This design comes from an exercise in tuning for small area and a short achievable clock period on the open sky130 flow, not from production work. Only simulation tests tie the RTL to the original design; equivalence was not proved. No activity file was given, so power comes from the tool's default toggle rates.

[flow/flow/run.sh]
#!/bin/bash
# The standard layout (the standard.sh) with changes: plain buf_1
# cells as the input and output port buffers instead of the ones
# buffer_ports picks, clock tree synthesis without dummy load cells,
# and the ORFS settings below.
export BUFFER_PORTS_ARGS="-buffer_cell sky130_fd_sc_hd__buf_1"
export CTS_ARGS="-sink_clustering_enable -repair_clock_nets -buf_list {sky130_fd_sc_hd__clkbuf_4 sky130_fd_sc_hd__clkbuf_8} -dont_use_dummy_load"
export SETUP_MOVE_SEQUENCE="unbuffer,sizeup,swap"
bash standard.sh > standard.log 2>&1
[flow/config.mk]
export PLATFORM = sky130hd
export DESIGN_NAME = fp_mul
export DESIGN_NICKNAME = fp_mul
export VERILOG_FILES = /design/flow/design.v
export SDC_FILE = /design/flow/constraint.sdc
export NUM_CORES = 4
export LEC_CHECK = 0
export CAP_MARGIN = 20
export CORE_MARGIN = 2
export CORE_UTILIZATION = 40
export SETUP_SLACK_MARGIN = 2.0
export SLEW_MARGIN = 20
export SYNTH_HIERARCHICAL = 1
export SYNTH_MINIMUM_KEEP_SIZE = 0
export TNS_END_PERCENT = 10
[flow/constraint.sdc]
create_clock -name core_clock -period 5.3 [get_ports {clk}]
set_input_delay 1.0600 -clock core_clock [delete_from_list [all_inputs] [get_ports {clk}]]
set_output_delay 1.0600 -clock core_clock [all_outputs]
set_load 0.01 [all_outputs]
[flow/design.v]
module fp1(a, one, two, neg, rx, ry);
input wire [10:0] a;
input wire [5:0] one, two;
input wire [4:0] neg;
wire [4:0] nneg = ~neg;
output wire [20:0] rx, ry;
wire pp_0_0;
wire pp_0_1;
wire pp_0_2;
wire pp_0_3;
wire pp_0_4;
wire pp_0_5;
wire pp_0_6;
wire pp_0_7;
wire pp_0_8;
wire pp_0_9;
wire pp_0_10;
wire pp_0_11;
wire pp_1_0;
wire pp_1_1;
wire pp_1_2;
wire pp_1_3;
wire pp_1_4;
wire pp_1_5;
wire pp_1_6;
wire pp_1_7;
wire pp_1_8;
wire pp_1_9;
wire pp_1_10;
wire pp_1_11;
wire pp_2_0;
wire pp_2_1;
wire pp_2_2;
wire pp_2_3;
wire pp_2_4;
wire pp_2_5;
wire pp_2_6;
wire pp_2_7;
wire pp_2_8;
wire pp_2_9;
wire pp_2_10;
wire pp_2_11;
wire pp_3_0;
wire pp_3_1;
wire pp_3_2;
wire pp_3_3;
wire pp_3_4;
wire pp_3_5;
wire pp_3_6;
wire pp_3_7;
wire pp_3_8;
wire pp_3_9;
wire pp_3_10;
wire pp_3_11;
wire pp_4_0;
wire pp_4_1;
wire pp_4_2;
wire pp_4_3;
wire pp_4_4;
wire pp_4_5;
wire pp_4_6;
wire pp_4_7;
wire pp_4_8;
wire pp_4_9;
wire pp_4_10;
wire pp_4_11;
wire pp_5_0;
wire pp_5_1;
wire pp_5_2;
wire pp_5_3;
wire pp_5_4;
wire pp_5_5;
wire pp_5_6;
wire pp_5_7;
wire pp_5_8;
wire pp_5_9;
wire pp_5_10;
wire hs0;
wire hc0;
wire hs1;
wire hc1;
wire hs2;
wire hc2;
wire fs0;
wire fc0;
wire hs3;
wire hc3;
wire fs1;
wire fc1;
wire hs4;
wire hc4;
wire fs2;
wire fc2;
wire fs3;
wire fc3;
wire hs5;
wire hc5;
wire fs4;
wire fc4;
wire fs5;
wire fc5;
wire hs6;
wire hc6;
wire fs6;
wire fc6;
wire fs7;
wire fc7;
wire fs8;
wire fc8;
wire hs7;
wire hc7;
wire fs9;
wire fc9;
wire fs10;
wire fc10;
wire fs11;
wire fc11;
wire fs12;
wire fc12;
wire fs13;
wire fc13;
wire fs14;
wire fc14;
wire fs15;
wire fc15;
wire fs16;
wire fc16;
wire fs17;
wire fc17;
wire fs18;
wire fc18;
wire fs19;
wire fc19;
wire fs20;
wire fc20;
wire fs21;
wire fc21;
wire fs22;
wire fc22;
wire fs23;
wire fc23;
wire fs24;
wire fc24;
wire fs25;
wire fc25;
wire fs26;
wire fc26;
wire fs27;
wire fc27;
wire fs28;
wire fc28;
wire fs29;
wire fc29;
wire fs30;
wire fc30;
wire fs31;
wire fc31;
wire pp_2_11_n;
wire fs32;
wire fc32;
wire fs33;
wire fc33;
wire fs34;
wire fc34;
wire fs35;
wire fc35;
wire fs36;
wire fc36;
wire fs37;
wire fc37;
wire pp_3_11_n;
wire fs38;
wire fc38;
wire fs39;
wire fc39;
wire fs40;
wire fc40;
wire fs41;
wire fc41;
wire pp_4_11_n;
wire fs42;
wire fc42;
wire fs43;
wire fc43;
assign pp_0_0 = (one[0] & a[0]) ^ neg[0];
assign pp_0_1 = ((one[0] & a[1]) | (two[0] & a[0])) ^ neg[0];
assign pp_0_2 = ((one[0] & a[2]) | (two[0] & a[1])) ^ neg[0];
assign pp_0_3 = ((one[0] & a[3]) | (two[0] & a[2])) ^ neg[0];
assign pp_0_4 = ((one[0] & a[4]) | (two[0] & a[3])) ^ neg[0];
assign pp_0_5 = ((one[0] & a[5]) | (two[0] & a[4])) ^ neg[0];
assign pp_0_6 = ((one[0] & a[6]) | (two[0] & a[5])) ^ neg[0];
assign pp_0_7 = ((one[0] & a[7]) | (two[0] & a[6])) ^ neg[0];
assign pp_0_8 = ((one[0] & a[8]) | (two[0] & a[7])) ^ neg[0];
assign pp_0_9 = ((one[0] & a[9]) | (two[0] & a[8])) ^ neg[0];
assign pp_0_10 = ((one[0] & a[10]) | (two[0] & a[9])) ^ neg[0];
assign pp_0_11 = (two[0] & a[10]) ^ neg[0];
assign pp_1_0 = (one[1] & a[0]) ^ neg[1];
assign pp_1_1 = ((one[1] & a[1]) | (two[1] & a[0])) ^ neg[1];
assign pp_1_2 = ((one[1] & a[2]) | (two[1] & a[1])) ^ neg[1];
assign pp_1_3 = ((one[1] & a[3]) | (two[1] & a[2])) ^ neg[1];
assign pp_1_4 = ((one[1] & a[4]) | (two[1] & a[3])) ^ neg[1];
assign pp_1_5 = ((one[1] & a[5]) | (two[1] & a[4])) ^ neg[1];
assign pp_1_6 = ((one[1] & a[6]) | (two[1] & a[5])) ^ neg[1];
assign pp_1_7 = ((one[1] & a[7]) | (two[1] & a[6])) ^ neg[1];
assign pp_1_8 = ((one[1] & a[8]) | (two[1] & a[7])) ^ neg[1];
assign pp_1_9 = ((one[1] & a[9]) | (two[1] & a[8])) ^ neg[1];
assign pp_1_10 = ((one[1] & a[10]) | (two[1] & a[9])) ^ neg[1];
assign pp_1_11 = (two[1] & a[10]) ^ neg[1];
assign pp_2_0 = (one[2] & a[0]) ^ neg[2];
assign pp_2_1 = ((one[2] & a[1]) | (two[2] & a[0])) ^ neg[2];
assign pp_2_2 = ((one[2] & a[2]) | (two[2] & a[1])) ^ neg[2];
assign pp_2_3 = ((one[2] & a[3]) | (two[2] & a[2])) ^ neg[2];
assign pp_2_4 = ((one[2] & a[4]) | (two[2] & a[3])) ^ neg[2];
assign pp_2_5 = ((one[2] & a[5]) | (two[2] & a[4])) ^ neg[2];
assign pp_2_6 = ((one[2] & a[6]) | (two[2] & a[5])) ^ neg[2];
assign pp_2_7 = ((one[2] & a[7]) | (two[2] & a[6])) ^ neg[2];
assign pp_2_8 = ((one[2] & a[8]) | (two[2] & a[7])) ^ neg[2];
assign pp_2_9 = ((one[2] & a[9]) | (two[2] & a[8])) ^ neg[2];
assign pp_2_10 = ((one[2] & a[10]) | (two[2] & a[9])) ^ neg[2];
assign pp_2_11 = (two[2] & a[10]) ^ neg[2];
assign pp_3_0 = (one[3] & a[0]) ^ neg[3];
assign pp_3_1 = ((one[3] & a[1]) | (two[3] & a[0])) ^ neg[3];
assign pp_3_2 = ((one[3] & a[2]) | (two[3] & a[1])) ^ neg[3];
assign pp_3_3 = ((one[3] & a[3]) | (two[3] & a[2])) ^ neg[3];
assign pp_3_4 = ((one[3] & a[4]) | (two[3] & a[3])) ^ neg[3];
assign pp_3_5 = ((one[3] & a[5]) | (two[3] & a[4])) ^ neg[3];
assign pp_3_6 = ((one[3] & a[6]) | (two[3] & a[5])) ^ neg[3];
assign pp_3_7 = ((one[3] & a[7]) | (two[3] & a[6])) ^ neg[3];
assign pp_3_8 = ((one[3] & a[8]) | (two[3] & a[7])) ^ neg[3];
assign pp_3_9 = ((one[3] & a[9]) | (two[3] & a[8])) ^ neg[3];
assign pp_3_10 = ((one[3] & a[10]) | (two[3] & a[9])) ^ neg[3];
assign pp_3_11 = (two[3] & a[10]) ^ neg[3];
assign pp_4_0 = (one[4] & a[0]) ^ neg[4];
assign pp_4_1 = ((one[4] & a[1]) | (two[4] & a[0])) ^ neg[4];
assign pp_4_2 = ((one[4] & a[2]) | (two[4] & a[1])) ^ neg[4];
assign pp_4_3 = ((one[4] & a[3]) | (two[4] & a[2])) ^ neg[4];
assign pp_4_4 = ((one[4] & a[4]) | (two[4] & a[3])) ^ neg[4];
assign pp_4_5 = ((one[4] & a[5]) | (two[4] & a[4])) ^ neg[4];
assign pp_4_6 = ((one[4] & a[6]) | (two[4] & a[5])) ^ neg[4];
assign pp_4_7 = ((one[4] & a[7]) | (two[4] & a[6])) ^ neg[4];
assign pp_4_8 = ((one[4] & a[8]) | (two[4] & a[7])) ^ neg[4];
assign pp_4_9 = ((one[4] & a[9]) | (two[4] & a[8])) ^ neg[4];
assign pp_4_10 = ((one[4] & a[10]) | (two[4] & a[9])) ^ neg[4];
assign pp_4_11 = (two[4] & a[10]) ^ neg[4];
assign pp_5_0 = (one[5] & a[0]);
assign pp_5_1 = ((one[5] & a[1]) | (two[5] & a[0]));
assign pp_5_2 = ((one[5] & a[2]) | (two[5] & a[1]));
assign pp_5_3 = ((one[5] & a[3]) | (two[5] & a[2]));
assign pp_5_4 = ((one[5] & a[4]) | (two[5] & a[3]));
assign pp_5_5 = ((one[5] & a[5]) | (two[5] & a[4]));
assign pp_5_6 = ((one[5] & a[6]) | (two[5] & a[5]));
assign pp_5_7 = ((one[5] & a[7]) | (two[5] & a[6]));
assign pp_5_8 = ((one[5] & a[8]) | (two[5] & a[7]));
assign pp_5_9 = ((one[5] & a[9]) | (two[5] & a[8]));
assign pp_5_10 = ((one[5] & a[10]) | (two[5] & a[9]));
ha_c u_h0(.a(neg[1]), .b(pp_0_2), .s(hs0), .co(hc0));
ha_c u_h1(.a(pp_0_3), .b(pp_1_1), .s(hs1), .co(hc1));
ha_c u_h2(.a(neg[2]), .b(pp_0_4), .s(hs2), .co(hc2));
fa_c u_f0(.a(pp_2_0), .b(pp_1_2), .c(hc1), .s(fs0), .co(fc0));
ha_c u_h3(.a(pp_0_5), .b(pp_1_3), .s(hs3), .co(hc3));
fa_c u_f1(.a(hc2), .b(pp_2_1), .c(hs3), .s(fs1), .co(fc1));
ha_c u_h4(.a(neg[3]), .b(pp_0_6), .s(hs4), .co(hc4));
fa_c u_f2(.a(pp_2_2), .b(pp_1_4), .c(pp_3_0), .s(fs2), .co(fc2));
fa_c u_f3(.a(hs4), .b(hc3), .c(fs2), .s(fs3), .co(fc3));
ha_c u_h5(.a(pp_0_7), .b(pp_1_5), .s(hs5), .co(hc5));
fa_c u_f4(.a(pp_3_1), .b(pp_2_3), .c(hc4), .s(fs4), .co(fc4));
fa_c u_f5(.a(fc2), .b(hs5), .c(fs4), .s(fs5), .co(fc5));
ha_c u_h6(.a(neg[4]), .b(pp_0_8), .s(hs6), .co(hc6));
fa_c u_f6(.a(pp_2_4), .b(pp_1_6), .c(pp_3_2), .s(fs6), .co(fc6));
fa_c u_f7(.a(hc5), .b(pp_4_0), .c(hs6), .s(fs7), .co(fc7));
fa_c u_f8(.a(fc4), .b(fs6), .c(fs7), .s(fs8), .co(fc8));
ha_c u_h7(.a(pp_0_9), .b(pp_1_7), .s(hs7), .co(hc7));
fa_c u_f9(.a(pp_3_3), .b(pp_2_5), .c(pp_4_1), .s(fs9), .co(fc9));
fa_c u_f10(.a(hs7), .b(hc6), .c(fc6), .s(fs10), .co(fc10));
fa_c u_f11(.a(fc7), .b(fs9), .c(fs10), .s(fs11), .co(fc11));
fa_c u_f12(.a(pp_1_8), .b(pp_0_10), .c(pp_2_6), .s(fs12), .co(fc12));
fa_c u_f13(.a(pp_4_2), .b(pp_3_4), .c(pp_5_0), .s(fs13), .co(fc13));
fa_c u_f14(.a(fc9), .b(hc7), .c(fs12), .s(fs14), .co(fc14));
fa_c u_f15(.a(fc10), .b(fs13), .c(fs14), .s(fs15), .co(fc15));
fa_c u_f16(.a(pp_1_9), .b(pp_0_11), .c(pp_2_7), .s(fs16), .co(fc16));
fa_c u_f17(.a(pp_4_3), .b(pp_3_5), .c(pp_5_1), .s(fs17), .co(fc17));
fa_c u_f18(.a(fc13), .b(fc12), .c(fs16), .s(fs18), .co(fc18));
fa_c u_f19(.a(fc14), .b(fs17), .c(fs18), .s(fs19), .co(fc19));
fa_c u_f20(.a(pp_1_10), .b(neg[0]), .c(pp_2_8), .s(fs20), .co(fc20));
fa_c u_f21(.a(pp_4_4), .b(pp_3_6), .c(pp_5_2), .s(fs21), .co(fc21));
fa_c u_f22(.a(fc17), .b(fc16), .c(fs20), .s(fs22), .co(fc22));
fa_c u_f23(.a(fc18), .b(fs21), .c(fs22), .s(fs23), .co(fc23));
fa_c u_f24(.a(pp_1_11), .b(neg[0]), .c(pp_2_9), .s(fs24), .co(fc24));
fa_c u_f25(.a(pp_4_5), .b(pp_3_7), .c(pp_5_3), .s(fs25), .co(fc25));
fa_c u_f26(.a(fc21), .b(fc20), .c(fs24), .s(fs26), .co(fc26));
fa_c u_f27(.a(fc22), .b(fs25), .c(fs26), .s(fs27), .co(fc27));
fa_c u_f28(.a(nneg[0]), .b(nneg[1]), .c(pp_2_10), .s(fs28), .co(fc28));
fa_c u_f29(.a(pp_4_6), .b(pp_3_8), .c(pp_5_4), .s(fs29), .co(fc29));
fa_c u_f30(.a(fc24), .b(fs28), .c(fc25), .s(fs30), .co(fc30));
fa_c u_f31(.a(fc26), .b(fs29), .c(fs30), .s(fs31), .co(fc31));
assign pp_2_11_n = ~pp_2_11;
fa_c u_f32(.a(pp_4_7), .b(pp_3_9), .c(pp_5_5), .s(fs32), .co(fc32));
fa_c u_f33(.a(fc28), .b(pp_2_11_n), .c(fc29), .s(fs33), .co(fc33));
fa_c u_f34(.a(fs33), .b(fs32), .c(fc30), .s(fs34), .co(fc34));
fa_c u_f35(.a(pp_3_10), .b(nneg[2]), .c(pp_4_8), .s(fs35), .co(fc35));
fa_c u_f36(.a(pp_2_11), .b(pp_5_6), .c(fc32), .s(fs36), .co(fc36));
fa_c u_f37(.a(fc33), .b(fs35), .c(fs36), .s(fs37), .co(fc37));
assign pp_3_11_n = ~pp_3_11;
fa_c u_f38(.a(pp_5_7), .b(pp_4_9), .c(pp_3_11_n), .s(fs38), .co(fc38));
fa_c u_f39(.a(fs38), .b(fc35), .c(fc36), .s(fs39), .co(fc39));
fa_c u_f40(.a(pp_4_10), .b(nneg[3]), .c(pp_5_8), .s(fs40), .co(fc40));
fa_c u_f41(.a(fc38), .b(pp_3_11), .c(fs40), .s(fs41), .co(fc41));
assign pp_4_11_n = ~pp_4_11;
fa_c u_f42(.a(pp_4_11_n), .b(pp_5_9), .c(fc40), .s(fs42), .co(fc42));
fa_c u_f43(.a(pp_5_10), .b(nneg[4]), .c(pp_4_11), .s(fs43), .co(fc43));
assign rx = {fs43, fs42, fs41, fs39, fs37, fs34, fc27, fc23, fc19, fc15, fc11, fc8, fc5, fc3, fc1, fc0, hs2, hc0, pp_1_0, pp_0_1, neg[0]};
assign ry = {fc42, fc41, fc39, fc37, fc34, fc31, fs31, fs27, fs23, fs19, fs15, fs11, fs8, fs5, fs3, fs1, fs0, hs1, hs0, 1'b0, pp_0_0};
endmodule
module fa_c(a, b, c, s, co);
input wire a, b, c;
output wire s, co;
assign s = a ^ b ^ c;
assign co = (a & b) | (c & (a ^ b));
endmodule
module ha_c(a, b, s, co);
input wire a, b;
output wire s, co;
assign s = a ^ b;
assign co = a & b;
endmodule
module ha1_c(a, b, s, co);
input wire a, b;
output wire s, co;
assign s = ~(a ^ b);
assign co = a | b;
endmodule
module fp2(s, e, sign, fp_result, under, over);
input wire [20:9] s;
input wire [4:0] e;
input wire sign;
output wire [15:0] fp_result;
output wire under, over;
wire [4:0] e_inc = e + 5'd1;
wire u0 = e > 5'd24;
wire u1 = (e > 5'd23) && (e != 5'd31);    
wire [4:0] te = s[20] ? e : e_inc;
wire [10:0] ts = s[20] ? s[19:9] : s[20:10];
assign fp_result = {sign, te[3:0], ts};
assign under = s[20] ? u0 : u1;
assign over = te[4];
endmodule
module fp_mul(clk, op1, op2, result, under, over);
input wire clk;
input wire [15:0] op1, op2;
output wire [15:0] result;
output wire under, over;
wire [13:0] bx = {2'b00, op2[10:0], 1'b0};
wire [5:0] one_d, two_d;
wire [4:0] neg_d;
genvar i;
generate for (i = 0; i < 6; i = i + 1) begin : g_booth
	assign one_d[i] = bx[2*i+1] ^ bx[2*i];
	assign two_d[i] = (bx[2*i+2] & ~bx[2*i+1] & ~bx[2*i]) | (~bx[2*i+2] & bx[2*i+1] & bx[2*i]);
	if (i < 5) begin : g_neg
		assign neg_d[i] = bx[2*i+2];
	end
end endgenerate
reg [10:0] sa;
reg [5:0] bone, btwo;
reg [4:0] bneg;
reg [4:0] e1;
reg sg1;
always @(posedge clk)
begin
	sa <= op1[10:0];
	bone <= one_d;
	btwo <= two_d;
	bneg <= neg_d;
	e1 <= {1'b0, op1[14:11]} + {1'b0, op2[14:11]} - 5'd7;
	sg1 <= op1[15] ^ op2[15];
end
wire [20:0] rx, ry;
fp1 stage1(.a(sa), .one(bone), .two(btwo), .neg(bneg), .rx(rx), .ry(ry));
wire [20:0] px = rx, py = ry;
wire [20:0] p, g;
wire q1, q2, q3, q4, q5, q6, q7, q8, q9, q10, q11, q12, q13, q14, q15, q16, q17, q18, q19, q20, q21, q22, q23, q24, q25, q26, q27, q28, q29, q30, q31, q32, q33, q34, q35, q36, q37, q38, q39, q40, q41, q42, q43, q44, q45, q46, q47, q48, q49, q50, q51, q52, q53, q54;
ha_c u_pg0(.a(px[0]), .b(py[0]), .s(p[0]), .co(g[0]));
assign p[1] = px[1];
assign g[1] = 1'b0;
ha_c u_pg2(.a(px[2]), .b(py[2]), .s(p[2]), .co(g[2]));
ha_c u_pg3(.a(px[3]), .b(py[3]), .s(p[3]), .co(g[3]));
ha_c u_pg4(.a(px[4]), .b(py[4]), .s(p[4]), .co(g[4]));
ha_c u_pg5(.a(px[5]), .b(py[5]), .s(p[5]), .co(g[5]));
ha_c u_pg6(.a(px[6]), .b(py[6]), .s(p[6]), .co(g[6]));
ha_c u_pg7(.a(px[7]), .b(py[7]), .s(p[7]), .co(g[7]));
ha_c u_pg8(.a(px[8]), .b(py[8]), .s(p[8]), .co(g[8]));
ha_c u_pg9(.a(px[9]), .b(py[9]), .s(p[9]), .co(g[9]));
ha_c u_pg10(.a(px[10]), .b(py[10]), .s(p[10]), .co(g[10]));
ha_c u_pg11(.a(px[11]), .b(py[11]), .s(p[11]), .co(g[11]));
ha_c u_pg12(.a(px[12]), .b(py[12]), .s(p[12]), .co(g[12]));
ha_c u_pg13(.a(px[13]), .b(py[13]), .s(p[13]), .co(g[13]));
ha_c u_pg14(.a(px[14]), .b(py[14]), .s(p[14]), .co(g[14]));
ha_c u_pg15(.a(px[15]), .b(py[15]), .s(p[15]), .co(g[15]));
ha_c u_pg16(.a(px[16]), .b(py[16]), .s(p[16]), .co(g[16]));
ha_c u_pg17(.a(px[17]), .b(py[17]), .s(p[17]), .co(g[17]));
ha_c u_pg18(.a(px[18]), .b(py[18]), .s(p[18]), .co(g[18]));
ha_c u_pg19(.a(px[19]), .b(py[19]), .s(p[19]), .co(g[19]));
ha_c u_pg20(.a(px[20]), .b(py[20]), .s(p[20]), .co(g[20]));
assign q1 = p[1] & g[0];
pg_c u_q2(.gh(g[3]), .ph(p[3]), .gl(g[2]), .pl(p[2]), .g(q2), .p(q3));
pg_c u_q4(.gh(g[5]), .ph(p[5]), .gl(g[4]), .pl(p[4]), .g(q4), .p(q5));
pg_c u_q6(.gh(g[7]), .ph(p[7]), .gl(g[6]), .pl(p[6]), .g(q6), .p(q7));
g_c u_q8(.gh(g[2]), .ph(p[2]), .gl(q1), .g(q8));
g_c u_q9(.gh(q2), .ph(q3), .gl(q1), .g(q9));
pg_c u_q10(.gh(g[6]), .ph(p[6]), .gl(q4), .pl(q5), .g(q10), .p(q11));
pg_c u_q12(.gh(q6), .ph(q7), .gl(q4), .pl(q5), .g(q12), .p(q13));
g_c u_q14(.gh(g[4]), .ph(p[4]), .gl(q9), .g(q14));
g_c u_q15(.gh(q4), .ph(q5), .gl(q9), .g(q15));
g_c u_q16(.gh(q10), .ph(q11), .gl(q9), .g(q16));
g_c u_q17(.gh(q12), .ph(q13), .gl(q9), .g(q17));
g_c u_q18(.gh(g[8]), .ph(p[8]), .gl(q17), .g(q18));
gt2_c u_q19(.x1(px[10]), .y1(py[10]), .x0(px[9]), .y0(py[9]), .g(q19), .t(q20));
gt2_c u_q21(.x1(px[12]), .y1(py[12]), .x0(px[11]), .y0(py[11]), .g(q21), .t(q22));
mj_c u_q23(.a(px[11]), .b(py[11]), .c(q19), .m(q23));
assign q26 = px[9] & py[9];
xr_c u_q27(.a(px[9]), .b(py[9]), .y(q27));
xr_c u_q28(.a(px[10]), .b(py[10]), .y(q28));
xr_c u_q29(.a(px[11]), .b(py[11]), .y(q29));
xr_c u_q30(.a(px[12]), .b(py[12]), .y(q30));
wire [3:0] bs0 = {q30 ^ q23, q29 ^ q19, q28 ^ q26, q27};
g_c u_q24(.gh(q21), .ph(q22), .gl(q19), .g(q24));
assign q25 = q22 & q20;
gt2_c u_q31(.x1(px[14]), .y1(py[14]), .x0(px[13]), .y0(py[13]), .g(q31), .t(q32));
gt2_c u_q33(.x1(px[16]), .y1(py[16]), .x0(px[15]), .y0(py[15]), .g(q33), .t(q34));
mj_c u_q35(.a(px[15]), .b(py[15]), .c(q31), .m(q35));
assign q38 = px[13] & py[13];
xr_c u_q39(.a(px[13]), .b(py[13]), .y(q39));
xr_c u_q40(.a(px[14]), .b(py[14]), .y(q40));
xr_c u_q41(.a(px[15]), .b(py[15]), .y(q41));
xr_c u_q42(.a(px[16]), .b(py[16]), .y(q42));
wire [3:0] bs1 = {q42 ^ q35, q41 ^ q31, q40 ^ q38, q39};
g_c u_q36(.gh(q33), .ph(q34), .gl(q31), .g(q36));
assign q37 = q34 & q32;
gt2_c u_q43(.x1(px[18]), .y1(py[18]), .x0(px[17]), .y0(py[17]), .g(q43), .t(q44));
gt2_c u_q45(.x1(px[20]), .y1(py[20]), .x0(px[19]), .y0(py[19]), .g(q45), .t(q46));
mj_c u_q47(.a(px[19]), .b(py[19]), .c(q43), .m(q47));
assign q50 = px[17] & py[17];
xr_c u_q51(.a(px[17]), .b(py[17]), .y(q51));
xr_c u_q52(.a(px[18]), .b(py[18]), .y(q52));
xr_c u_q53(.a(px[19]), .b(py[19]), .y(q53));
xr_c u_q54(.a(px[20]), .b(py[20]), .y(q54));
wire [3:0] bs2 = {q54 ^ q47, q53 ^ q43, q52 ^ q50, q51};
assign q49 = q51 & q52 & q53;
reg hc;
reg [3:0] bs0r;
reg bg0;
reg bp0;
reg [3:0] bs1r;
reg bg1;
reg bp1;
reg [3:0] bs2r;
reg bt;
reg [4:0] e2;
reg sg2;
always @(posedge clk)
begin
	hc <= q18;
	bs0r <= bs0;
	bg0 <= q24;
	bp0 <= q25;
	bs1r <= bs1;
	bg1 <= q36;
	bp1 <= q37;
	bs2r <= bs2;
	bt <= q49;
	e2 <= e1;
	sg2 <= sg1;
end
wire c0 = hc;
wire c1 = bg0 | (bp0 & c0);
wire c2 = bg1 | (bp1 & c1);
wire [3:0] bi0 = bs0r + c0;
wire [3:0] bi1 = bs1r + c1;
wire [3:0] bi2 = bs2r + c2;
wire s20 = bs2r[3] ^ (c2 & bt);
wire [20:9] s = {s20, bi2[2:0], bi1, bi0};
fp2 stage2(.s(s), .e(e2), .sign(sg2), .fp_result(result), .under(under), .over(over));
endmodule
module gt2_c(x1, y1, x0, y0, g, t);
input wire x1, y1, x0, y0;
output wire g, t;
assign g = (x1 & y1) | ((x1 | y1) & x0 & y0);
assign t = (x1 | y1) & (x0 | y0);
endmodule
module mj_c(a, b, c, m);
input wire a, b, c;
output wire m;
assign m = (a & b) | ((a | b) & c);
endmodule
module xr_c(a, b, y);
input wire a, b;
output wire y;
assign y = a ^ b;
endmodule
module pg_c(gh, ph, gl, pl, g, p);
input wire gh, ph, gl, pl;
output wire g, p;
assign g = gh | (ph & gl);
assign p = ph & pl;
endmodule
module g_c(gh, ph, gl, g);
input wire gh, ph, gl;
output wire g;
assign g = gh | (ph & gl);
endmodule
[flow/standard.sh]
#!/bin/bash
# synth_recipe.tcl (not shown) runs the flow's synth.tcl, then flattens the netlist and writes it again
# the make line also repeats each setting of config.mk as NAME=value (left out here)
make -C /OpenROAD-flow-scripts/flow DESIGN_CONFIG=/design/flow/config.mk WORK_HOME=/design/flow/orfs CLKGATE_MAP_FILE= SYNTH_SCRIPT=/design/flow/synth_recipe.tcl "${@:-finish}"
==> results of run 1 <==
[placed cells by master, fill, tap and decap left out, drive strengths merged, types with 10 or more instances in the layout]
cell	count
fa	45
xor2	28
xnor2	72
mux2	12
nand2	14
a22o	10
buf	50
ha	33
a22oi	50
inv	18
dfxtp	58
a21o	12
[cell type report]
type,count,area [sq um],area share
Tap cell,172,215.2,0.04137
Multi-Input combinational cell,335,3392,0.6520
Inverter,18,67.56,0.01299
Clock buffer,9,123.9,0.02381
Timing Repair Buffer,50,187.7,0.03608
Sequential cell,58,1216,0.2338
[per-layer routing]
layer,vias to the layer above,wire length [microns],share of wire,track usage
met5,-,0,0,0
met4,0,81,0.0089,0.03765
met3,6,440,0.048,0.02944
met2,75,4336,0.48,0.2251
met1,1545,4224,0.47,0.1835
li1,1564,-,-,-
[power by group through the flow]
stage / Sequential, mW / Clock, mW / Combinational (mW)
after CTS: 0.674 / 0.300 / 1.80
after global placement: 0.675 / 0 / 1.75
after floorplan: 0.614 / 0 / 1.72
after detailed placement: 0.678 / 0 / 1.78
final: 0.673 / 0.288 / 1.79
after global routing: 0.690 / 0.320 / 2.02
[per-stage QoR]
stage | area, sq um | worst slack [ps]
6_report | 5202 | 2116
5_1_grt | 5202 | 1952
4_1_cts | 5159 | 1934
3_5_place_dp | 5000 | 1822
3_3_place_gp | 5000 | 1868
2_1_floorplan | 5224 | 2115
[registers in the layout, summed over array words and instances, names as in the netlist, 5 cells and up]
signal  count
bneg        5
bone        6
btwo        6
e1          5
e2          5
sa         11
[worst reg2reg max path, delay by kind of cell, from the launching register on]
| family | cells | cell delay [ps] |
|---|---|---|
| flops | 1 | 590 |
| fa+ha+maj | 4 | 1850 |
| xor+xnor | 2 | 340 |
| simple gates | 1 | 80 |
| compound gates | 1 | 220 |
[worst min path at each step]
| stage | start | end | slack [ps] | depth (start not counted) |
|---|---|---|---|---|
| 6_report | e1[1] | e2[1] | 330 | 0 |
| 5_1_grt | e1[3] | e2[3] | 330 | 0 |
| 4_1_cts | e1[3] | e2[3] | 330 | 0 |
| 3_5_place_dp | e1[3] | e2[3] | 310 | 0 |
| 3_3_place_gp | e1[2] | e2[2] | 310 | 0 |
| 2_1_floorplan | e1[0] | e2[0] | 310 | 0 |
[repair_timing]
| item | CTS | global route |
|---|---|---|
| pin swaps | 0 | 1 |
| endpoints found under the setup margin | 20 | 17 |
| resized for setup | 20 | 20 |
| gates cloned | 0 | 0 |
| hold buffers | 0 | 0 |
==> impl_summary.txt, run 1 <==
----------------------------------------------------
[Status]
  Status ... timing/DRC/antenna clean

[Cells and area]
  Fin nets ... 583
  Filler instances ... ~1.2k
  Post-Layout Cell Count ... about 640
  Inserted Diodes ... 0
  Post-route core utilization ... 0.4106
  Area overhead of the layout relative to synthesis ... -0.4072%
  Fraction of final layout cells with drive strength greater than 1 ... 0.1468

[Critical path]
  Crit path max-delay family ... adder cells
  Maximum cell stage delay along the critical path ... 590 ps
  Maximum fanout count along the critical path ... 14
  Worst flop-to-flop path startpoint ... bneg[4]
  Register-to-Register Path Depth ... 8
  Element type at the critical path start ... flop
  Most common cell type on the critical path ... sky130_fd_sc_hd__fa_1
  R2r endpoint ... bs1r[3]
  Worst Setup Path Type ... flop to flop
  Worst setup endpoint ... bs1r[3]
  Crit path DAT ... between 3000 and 4000 ps
  Kind of capture point of the worst setup path ... flop
  Timing startpoint of the critical path ... bneg[4]
  List of cells traversed by the critical path ... xnor2_1 > fa_1 > fa_1 > fa_2 > a31oi_1 > nor2_2 > maj3_2 > xor2_1
  Crit-path slowest cell ... sky130_fd_sc_hd__dfxtp_2
  Worst path buffer plus inverter count ... 0
  Req. time, crit path ... 5500 ps
  Worst reg2reg setup slack ... between 2000 and 2500 ps
  Cell depth of the worst setup path ... 8

[Power]
  Maximum vdd drop ... about 270 uV
  Pint ... between 1.5 and 2 mW
  Switching share of total power ... 0.4117
  Power Dens Cells ... between 500 and 600 nW/um^2
  Sequential share of power ... 0.245
  Fraction of power consumed by combinational cells ... 0.650
  Net switching component of the power ... around 1.1 mW
  Power consumption ... about 2.7 mW
  Leak Pwr ... around 2.1 nW
  Clock power frac ... 0.105

[STA]
  Fin Clk Skew ... 10.21 ps
  Worst relative slew slack ... 0.5963
  Total Negative Setup Slacks ... 0 ps
  WHS ... 325.6 ps
  Minimum clock period after layout ... between 3000 and 4000 ps
  Unrepaired setup endpoints after global routing ... yes
  Final hold violations ... 0
  Period Utilization, post-route ... 0.6008
  Actual transition at the worst max-transition pin ... about 600 ps
  Count of final setup violators ... 0
  Final number of max-transition violations ... 0
  Peak clock frequency supported by timing ... between 300 and 400 MHz

[Placement]
  Estimated wirelength of the detail-placed design ... between 7000 and 8000 microns
  Port Buffer Count ... 50
  Post-placement cell count ... between 600 and 700
  Final GP Congestion ... about 0.86

[Global routing]
  Grt total ovfl ... 0
  Initial antenna violation count ... 0
  Number of global-route vias before repair ... 3262
  Maximum number of pins on one net before global-route repair ... 19
  Wire length of the first global-routing pass ... 15760 microns
  Total track usage ... 0.1376

[Floorplanning]
  Die area ... ~14000 sq um
  Die boundary height ... around 120 microns
  IO Pins ... 51
  Chip width ... 118.3 microns
  Standard-cell rows ... between 40 and 50
  Initial cell density of the core ... 0.4123
  Core area ... between 10000 and 15000 sq um

[Routing]
  Total Wirelength ... between 9000 and 10000 microns
  Average wire per standard cell ... approximately 14 microns
  Number of DRC violations after detailed routing ... 0
  Final ANT Viol Nets ... 0
  Count of vias placed by the detailed router ... approximately 3.2k
  Number of violations reported at the end of detailed-routing iteration 0 ... between 200 and 250
  Vias per std cell ... 4.969
  Detailed-routing iteration count for the pre-antenna-repair pass ... 5

[CTS]
  Number of clock sinks ... between 50 and 60
  Number of buffers on the longest clock path ... 2
  Number of clock buffers inserted by TritonCTS ... 9
  Latest clock arrival within the worst-skew pair ... around 320 ps
  Root Driver ... sky130_fd_sc_hd__clkbuf_8
  Clock transition at path regs ... roughly 60 ps
  Total number of H-tree levels ... 3
  CTS tree ... yes
  Post-CTS Setup Inserts ... 0

[Worst hold path]
  Worst hold-check path type ... flop to flop

[Logic synthesis]
  Post-synthesis instance area ... between 5000 and 6000 sq um
  Gate count of the mapped netlist ... approximately 490
  Synthesis Warnings ... 7
  Syn Nets ... approximately 600
  Avg Synthesized Cell Area ... approximately 11 sq um

[Run]
  Maximum Capacitance Violations ... 0

----------------------------------------------------
==> run 2: changes to the inputs <==
==> flow/flow/run.sh (replaced) <==
#!/bin/bash
# The standard layout (the standard.sh) with changes: plain buf_1
# cells as the input and output port buffers instead of the ones
# buffer_ports picks, clock tree synthesis without dummy load cells,
# and the ORFS settings below.
export BUFFER_PORTS_ARGS="-buffer_cell sky130_fd_sc_hd__buf_1"
export CTS_ARGS="-repair_clock_nets -buf_list sky130_fd_sc_hd__clkbuf_16 -dont_use_dummy_load -sink_clustering_size 30 -sink_clustering_max_diameter 300 -sink_clustering_enable"
export SETUP_MOVE_SEQUENCE="unbuffer,sizeup,swap"
bash standard.sh > standard.log 2>&1
==> run 2 against run 1 <==
Net effect: still clean on timing, DRC and antenna; utilization rose by 0.88 points; sequential share of layout area fell by 0.30 points; cell count did not move; register-to-register slack barely moved; first-iteration DRC count fell by 6.5%.
==> impl_summary.txt, run 2 <==
----------------------------------------------------
[Critical path]
  Element type at the critical path start ... flop
  Worst path buffer plus inverter count ... 0 (unchanged)
  Worst reg2reg setup slack ... 2110 ps (about the same)
  Register-to-Register Path Depth ... 8 (unchanged)
  Timing startpoint of the critical path ... bneg[4]
  Worst setup endpoint ... bs1r[3]
  Worst Setup Path Type ... flop to flop
  Crit path max-delay family ... adder cells
  R2r endpoint ... bs1r[3]
  List of cells traversed by the critical path ... xnor2_1 > fa_1 > fa_1 > fa_2 > a31oi_1 > nor2_2 > maj3_2 > xor2_1
  Maximum cell stage delay along the critical path ... 580 ps (about the same)
  Req. time, crit path ... 5490 ps (about the same)
  Kind of capture point of the worst setup path ... flop
  Worst flop-to-flop path startpoint ... bneg[4]
  Cell depth of the worst setup path ... 8 (unchanged)
  Most common cell type on the critical path ... sky130_fd_sc_hd__fa_1
  Crit path DAT ... 3380 ps (about the same)
  Maximum fanout count along the critical path ... 14 (unchanged)
  Crit-path slowest cell ... sky130_fd_sc_hd__dfxtp_2

[STA]
  Period Utilization, post-route ... 0.6011 (about the same)
  Count of final setup violators ... 0 (unchanged)
  Final hold violations ... 0 (unchanged)
  Minimum clock period after layout ... 3186 ps (+1.530 ps)
  Fin Clk Skew ... 7.779 ps (-2.433 ps)
  Final number of max-transition violations ... 0 (unchanged)
  Actual transition at the worst max-transition pin ... 604.6 ps (+0.03839 ps)
  Worst relative slew slack ... 0.5963 (about the same)
  Worst-case setup margin in the final layout ... 2114 ps (-1.530 ps)
  Unrepaired setup endpoints after global routing ... yes
  Peak clock frequency supported by timing ... 313.9 MHz (about the same)
  Total Negative Setup Slacks ... 0 ps (unchanged)

[Cells and area]
  Max FFs per register ... 11 (unchanged)
  Total area of multi-input combinational cells ... 3392 sq um (unchanged)
  Commonest non-fill, non-tap cells in the layout ... 72 x sky130_fd_sc_hd__xnor2_1, 50 x sky130_fd_sc_hd__buf_1, 45 x sky130_fd_sc_hd__a22oi_1, 44 x sky130_fd_sc_hd__fa_1, 33 x sky130_fd_sc_hd__ha_1
  Area overhead of the layout relative to synthesis ... 1.725%
  Largest reg by FF count ... sa
  Storage cell area ... 1226 sq um (+0.82%)
  Most common library cell in the layout ignoring fill and taps ... sky130_fd_sc_hd__xnor2_1
  Fraction of final layout cells with drive strength greater than 1 ... 0.1468 (unchanged)
  Filler instances ... 1235 (-0.96%)
  Post-route core utilization ... 0.4194 (+0.008788)
  Registers with the most flip-flops ... sa: 11 flops, bone: 6 flops, btwo: 6 flops
  Fin nets ... 583 (unchanged)
  Inserted Diodes ... 0 (unchanged)

[Placement]
  Port Buffer Count ... 50 (unchanged)
  Place WS ... 1822 ps (unchanged)
  Final GP Congestion ... 0.8643 (unchanged)
  Estimated wirelength of the detail-placed design ... 7148 microns (unchanged)

[Routing]
  Average wire per standard cell ... 14.32 microns (+1.2%)
  Count of vias placed by the detailed router ... 3197 (+0.22%)
  Detail Route met2 WL ... 4313 microns (-0.53%)
  Number of DRC violations after detailed routing ... 0 (unchanged)
  Highest metal used ... met4
  Detailed-routing iteration count for the pre-antenna-repair pass ... 4 (-1)
  Post-route met1 wirelength ... 4310 microns (+2.0%)
  Vias per std cell ... 4.980 (+0.22%)
  Final ANT Viol Nets ... 0 (unchanged)
  Total Wirelength ... 9196 microns (+1.2%)
  Routed wl met3 ... 458 microns (+4.1%)
  Number of violations reported at the end of detailed-routing iteration 0 ... 215 (-6.5%)

[Global routing]
  Initial antenna violation count ... 0 (unchanged)
  Maximum number of pins on one net before global-route repair ... 19 (unchanged)
  Number of global-route vias before repair ... 3246 (-0.49%)
  Grt total ovfl ... 0 (unchanged)
  Wire length of the first global-routing pass ... 15850 microns (+0.57%)
  Total track usage ... 0.1390 (+0.001407)

[Floorplanning]
  Chip width ... 118.3 microns (unchanged)
  Initial cell density of the core ... 0.4123 (unchanged)
  Standard-cell rows ... 41 (unchanged)
  Die area ... 13990 sq um (unchanged)
  Die boundary height ... 118.3 microns (unchanged)
  Core area ... 12670 sq um (unchanged)
  IO Pins ... 51 (unchanged)

[Logic synthesis]
  Synthesis Warnings ... 7 (unchanged)
  Avg Synthesized Cell Area ... 10.70 sq um (unchanged)
  Syn Nets ... 599 (unchanged)
  Gate count of the mapped netlist ... 488 (unchanged)
  Post-synthesis instance area ... 5224 sq um (unchanged)

[Power]
  Power consumption ... 2.914 mW (+6.0%)
  Leak Pwr ... 2.149 nW (+2.3%)
  Maximum vdd drop ... 258.7 uV (-3.2%)
  Power Dens Cells ... 548.4 nW/um^2 (+3.8%)

[CTS]
  Total number of H-tree levels ... 3 (unchanged)
  Number of buffers on the longest clock path ... 2 (unchanged)
  CTS Hold Bufs ... 0 (unchanged)
  Number of clock buffers inserted by TritonCTS ... 9 (unchanged)
  Root Driver ... sky130_fd_sc_hd__clkbuf_16
  Clock transition at path regs ... 50 ps (about the same)
  Number of clock sinks ... 58 (unchanged)
  Latest clock arrival within the worst-skew pair ... 320 ps (about the same)
  CTS tree ... yes

[Worst hold path]
  Worst hold-check path type ... flop to flop

[Run]
  Maximum Capacitance Violations ... 0 (unchanged)

[Status]
  Status ... timing/DRC/antenna clean

----------------------------------------------------
## run 2: layout make-up
cell class	instances	area share
Clock buffer	9	0.04238
Inverter	18	0.01271
Multi-Input combinational cell	335	0.6383
Sequential cell	58	0.2308
Tap cell	172	0.04050
Timing Repair Buffer	50	0.03532
## run 2: layer usage
layer,up-vias,track usage
li1,1566,-
met1,1544,0.1840
met2,79,0.2258
met3,8,0.03234
met4,0,0.04066
met5,-,0
## run 2: worst min-delay path by stage
stage | slack [ps] | to | cells past startpoint | from
after CTS | 320 | e2[3] | 0 | e1[3]
after global routing | 330 | e2[3] | 0 | e1[3]
after detailed placement | 310 | e2[3] | 0 | e1[3]
after floorplan | 310 | e2[0] | 0 | e1[0]
after global placement | 310 | e2[2] | 0 | e1[2]
final | 320 | e2[3] | 0 | e1[3]
## run 2: where the power goes
group          total [mW]  internal, mW  switching, mW
combinational        1.79         0.901          0.885
sequential          0.675         0.566          0.109
clock               0.453         0.294          0.159
total                2.91          1.76           1.15
## run 2: per-stage QoR
stage / cell area [sq um] / std cells / hold WS [ps]
after global routing: 5314 / 642 / 326.8
after CTS: 5260 / 642 / 323.2
after global placement: 5000 / 633 / 312.8
after floorplan: 5224 / 488 / 309.6
final: 5314 / 642 / 322.6
after detailed placement: 5000 / 633 / 312.1
## run 2: timing repair
item                                    CTS  global route
buffers inserted                          0             0
gates cloned                              0             0
gates resized for setup                  20            24
pin swaps                                 0             1
hold endpoints to repair                  0             0
endpoints found under the setup margin   20            16
==> run 3: changes to the inputs <==
==> flow/flow/run.sh (replaced) <==
#!/bin/bash
# The standard layout (the standard.sh) with changes: plain buf_1
# cells as the input and output port buffers instead of the ones
# buffer_ports picks, clock tree synthesis without dummy load cells,
# and the ORFS settings below.
export BUFFER_PORTS_ARGS="-buffer_cell sky130_fd_sc_hd__buf_1"
export CTS_ARGS="-sink_clustering_enable -repair_clock_nets -buf_list sky130_fd_sc_hd__clkbuf_8 -dont_use_dummy_load -sink_buffer_max_cap_derate 1.0"
export SETUP_MOVE_SEQUENCE="unbuffer,sizeup,swap"
bash standard.sh > standard.log 2>&1
==> run 3 against run 2 <==
Net effect: utilization down 0.88 points; non-clock buffer count unchanged; clock-buffer cell count unchanged; combinational power about the same; hold slack better by 2.9 ps; wire length down 1.2%; critical path type unchanged.
==> impl_summary.txt, run 3 <==
----------------------------------------------------
[Floorplanning]
  Initial cell density of the core ... 0.4123 (unchanged)
  Die area ... 13990 sq um (unchanged)
  Standard-cell rows ... 41 (unchanged)
  IO Pins ... 51 (unchanged)
  Chip width ... 118.3 microns (unchanged)
  Die boundary height ... 118.3 microns (unchanged)
  Core area ... 12670 sq um (unchanged)

[CTS]
  Root Driver ... sky130_fd_sc_hd__clkbuf_8
  Number of buffers on the longest clock path ... 2 (unchanged)
  Number of clock sinks ... 58 (unchanged)
  CTS Hold Bufs ... 0 (unchanged)
  CTS tree ... yes
  Latest clock arrival within the worst-skew pair ... 320 ps (about the same)
  Clock transition at path regs ... 60 ps (about the same)
  Post-CTS Setup Inserts ... 0 (unchanged)
  Number of clock buffers inserted by TritonCTS ... 9 (unchanged)
  Total number of H-tree levels ... 3 (unchanged)

[Placement]
  Place WS ... 1822 ps (unchanged)
  Post-placement cell count ... 633 (unchanged)
  Estimated wirelength of the detail-placed design ... 7148 microns (unchanged)
  Port Buffer Count ... 50 (unchanged)
  Final GP Congestion ... 0.8643 (unchanged)

[Global routing]
  Wire length of the first global-routing pass ... 15760 microns (-0.57%)
  Number of global-route vias before repair ... 3262 (+0.49%)
  Maximum number of pins on one net before global-route repair ... 19 (unchanged)
  Initial antenna violation count ... 0 (unchanged)
  Grt total ovfl ... 0 (unchanged)
  Total track usage ... 0.1376 (-0.001407)

[Status]
  Status ... timing/DRC/antenna clean

[Cells and area]
  Fraction of final layout cells with drive strength greater than 1 ... 0.1468 (unchanged)
  Area overhead of the layout relative to synthesis ... -0.4072%
  Largest reg by FF count ... sa
  Fin nets ... 583 (unchanged)
  Max FFs per register ... 11 (unchanged)
  Post-Layout Cell Count ... 642 (unchanged)
  Post-route core utilization ... 0.4106 (-0.008788)
  Registers with the most flip-flops ... sa: 11 flops, bone: 6 flops, btwo: 6 flops
  Inserted Diodes ... 0 (unchanged)
  Commonest non-fill, non-tap cells in the layout ... 72 x sky130_fd_sc_hd__xnor2_1, 50 x sky130_fd_sc_hd__buf_1, 45 x sky130_fd_sc_hd__a22oi_1, 44 x sky130_fd_sc_hd__fa_1, 33 x sky130_fd_sc_hd__ha_1
  Filler instances ... 1247 (+0.97%)
  Most common library cell in the layout ignoring fill and taps ... sky130_fd_sc_hd__xnor2_1

[STA]
  Final hold violations ... 0 (unchanged)
  Unrepaired setup endpoints after global routing ... yes
  Fin Clk Skew ... 10.21 ps (+2.433 ps)
  Total Negative Setup Slacks ... 0 ps (unchanged)
  Final number of max-transition violations ... 0 (unchanged)
  Count of final setup violators ... 0 (unchanged)
  Actual transition at the worst max-transition pin ... 604.6 ps (-0.03839 ps)
  Peak clock frequency supported by timing ... 314.1 MHz (about the same)
  Worst-case setup margin in the final layout ... 2116 ps (+1.530 ps)
  Period Utilization, post-route ... 0.6008 (about the same)
  Worst relative slew slack ... 0.5963 (about the same)
  Minimum clock period after layout ... 3184 ps (-1.530 ps)

[Routing]
  Total Wirelength ... 9083 microns (-1.2%)
  Number of DRC violations after detailed routing ... 0 (unchanged)
  Count of vias placed by the detailed router ... 3190 (-0.22%)
  Vias per std cell ... 4.969 (-0.22%)
  Number of violations reported at the end of detailed-routing iteration 0 ... 230 (+7.0%)
  Detailed-routing iteration count for the pre-antenna-repair pass ... 5 (+1)
  Average wire per standard cell ... 14.15 microns (-1.2%)
  Final ANT Viol Nets ... 0 (unchanged)

[Power]
  Maximum vdd drop ... 267.3 uV (+3.3%)
  Clock power frac ... 0.105 (-0.050)
  Net switching component of the power ... 1.132 mW (-1.8%)
  Sequential share of power ... 0.245 (+0.013)
  Power Dens Cells ... 528.4 nW/um^2 (-3.7%)
  Leak Pwr ... 2.101 nW (-2.2%)
  Pint ... 1.617 mW (-8.2%)
  Switching share of total power ... 0.4117 (+0.01631)
  Fraction of power consumed by combinational cells ... 0.650 (+0.037)

[Logic synthesis]
  Post-synthesis instance area ... 5224 sq um (unchanged)
  Synthesis Warnings ... 7 (unchanged)
  Gate count of the mapped netlist ... 488 (unchanged)
  Syn Nets ... 599 (unchanged)
  Avg Synthesized Cell Area ... 10.70 sq um (unchanged)

[Critical path]
  Crit-path slowest cell ... sky130_fd_sc_hd__dfxtp_2
  Element type at the critical path start ... flop
  Req. time, crit path ... 5500 ps (about the same)
  Register-to-Register Path Depth ... 8 (unchanged)
  Maximum cell stage delay along the critical path ... 590 ps (about the same)
  Kind of capture point of the worst setup path ... flop
  Maximum fanout count along the critical path ... 14 (unchanged)
  Most common cell type on the critical path ... sky130_fd_sc_hd__fa_1
  Worst Setup Path Type ... flop to flop
  List of cells traversed by the critical path ... xnor2_1 > fa_1 > fa_1 > fa_2 > a31oi_1 > nor2_2 > maj3_2 > xor2_1
  Crit path DAT ... 3380 ps (about the same)

[Worst hold path]
  WHS Path Cells ... 0 (unchanged)
  Worst hold-check path type ... flop to flop

[Run]
  Maximum Capacitance Violations ... 0 (unchanged)

----------------------------------------------------
==> run 3: layout make-up <==
type | instances | area [sq um] | area share
tap | 172 | 215.2 | 0.04137
multi-input combinational | 335 | 3392 | 0.6520
clock buffer | 9 | 123.9 | 0.02381
timing repair buffer | 50 | 187.7 | 0.03608
inverter | 18 | 67.56 | 0.01299
sequential | 58 | 1216 | 0.2338
==> run 3: through the flow <==
step	power [mW]	cell area (sq um)	hold slack (ps)
global route	3.027	5202	329.8
floorplan	2.337	5224	309.6
detailed placement	2.462	5000	312.1
global placement	2.421	5000	312.8
CTS	2.775	5159	325.9
finish	2.749	5202	325.6
==> run 3: path summary, 6_finish.rpt <==
kind                 from  endpoint  slack (ps)
hold / removal      e1[1]     e2[1]         330
setup / recovery  bneg[4]   bs1r[3]        2120
hold reg to reg     e1[1]     e2[1]         330
setup reg to reg  bneg[4]   bs1r[3]        2120
==> run 3: power groups by stage <==
stage / clock [mW] / sequential [mW] / combinational, mW
floorplan: 0 / 0.614 / 1.72
global placement: 0 / 0.675 / 1.75
detailed placement: 0 / 0.678 / 1.78
CTS: 0.300 / 0.674 / 1.80
global route: 0.320 / 0.690 / 2.02
finish: 0.288 / 0.673 / 1.79
==> run 3: worst max-delay path, delay by kind of cell (launching register included) <==
kind / cells / cell delay (ps)
xor+xnor: 2 / 330
flops: 1 / 590
simple gates: 1 / 80
fa+ha+maj: 4 / 1850
compound gates: 1 / 220
==> run 3: per-layer routing <==
metal  global-route usage  share of wire  up-vias
li1                     -              -     1564
met1               0.1835           0.47     1545
met5                    0              0        -
met4              0.03765         0.0089        0
met3              0.02944          0.048        6
met2               0.2251           0.48       75
==> run 3: timing repair <==
action,in CTS,in global routing
pin swaps,0,1
gates resized for setup,20,20
setup endpoints to repair,20,17

## static timing again, ports no longer ideal
Ports are ideal in the flow. The routed layouts listed here were re-timed in OpenROAD. Step 1: set_driving_cell puts a clkbuf_16 on clk and a buf_2 on each other input, an assumption about the parent block. Step 2 times the ports against the registers' clock, not the clock port: input delays grow and output delays shrink by t, the midpoint of the rising clock arrivals with the driver on. Slacks: no drivers / after step 1 / after step 2; pairs: no drivers / after step 1.
run	shift t [ns]	slack for setup (ns)	slew at the worst register clock pin (ns)	cell pins on the clock port's net
run 1	0.343	2.116 / 2.116 / 2.116	0.06 / 0.06	1
run 2	0.349	2.114 / 2.114 / 2.114	0.05 / 0.05	1
run 3	0.343	2.116 / 2.116 / 2.116	0.06 / 0.06	1
After both steps every run listed still meets setup and hold.
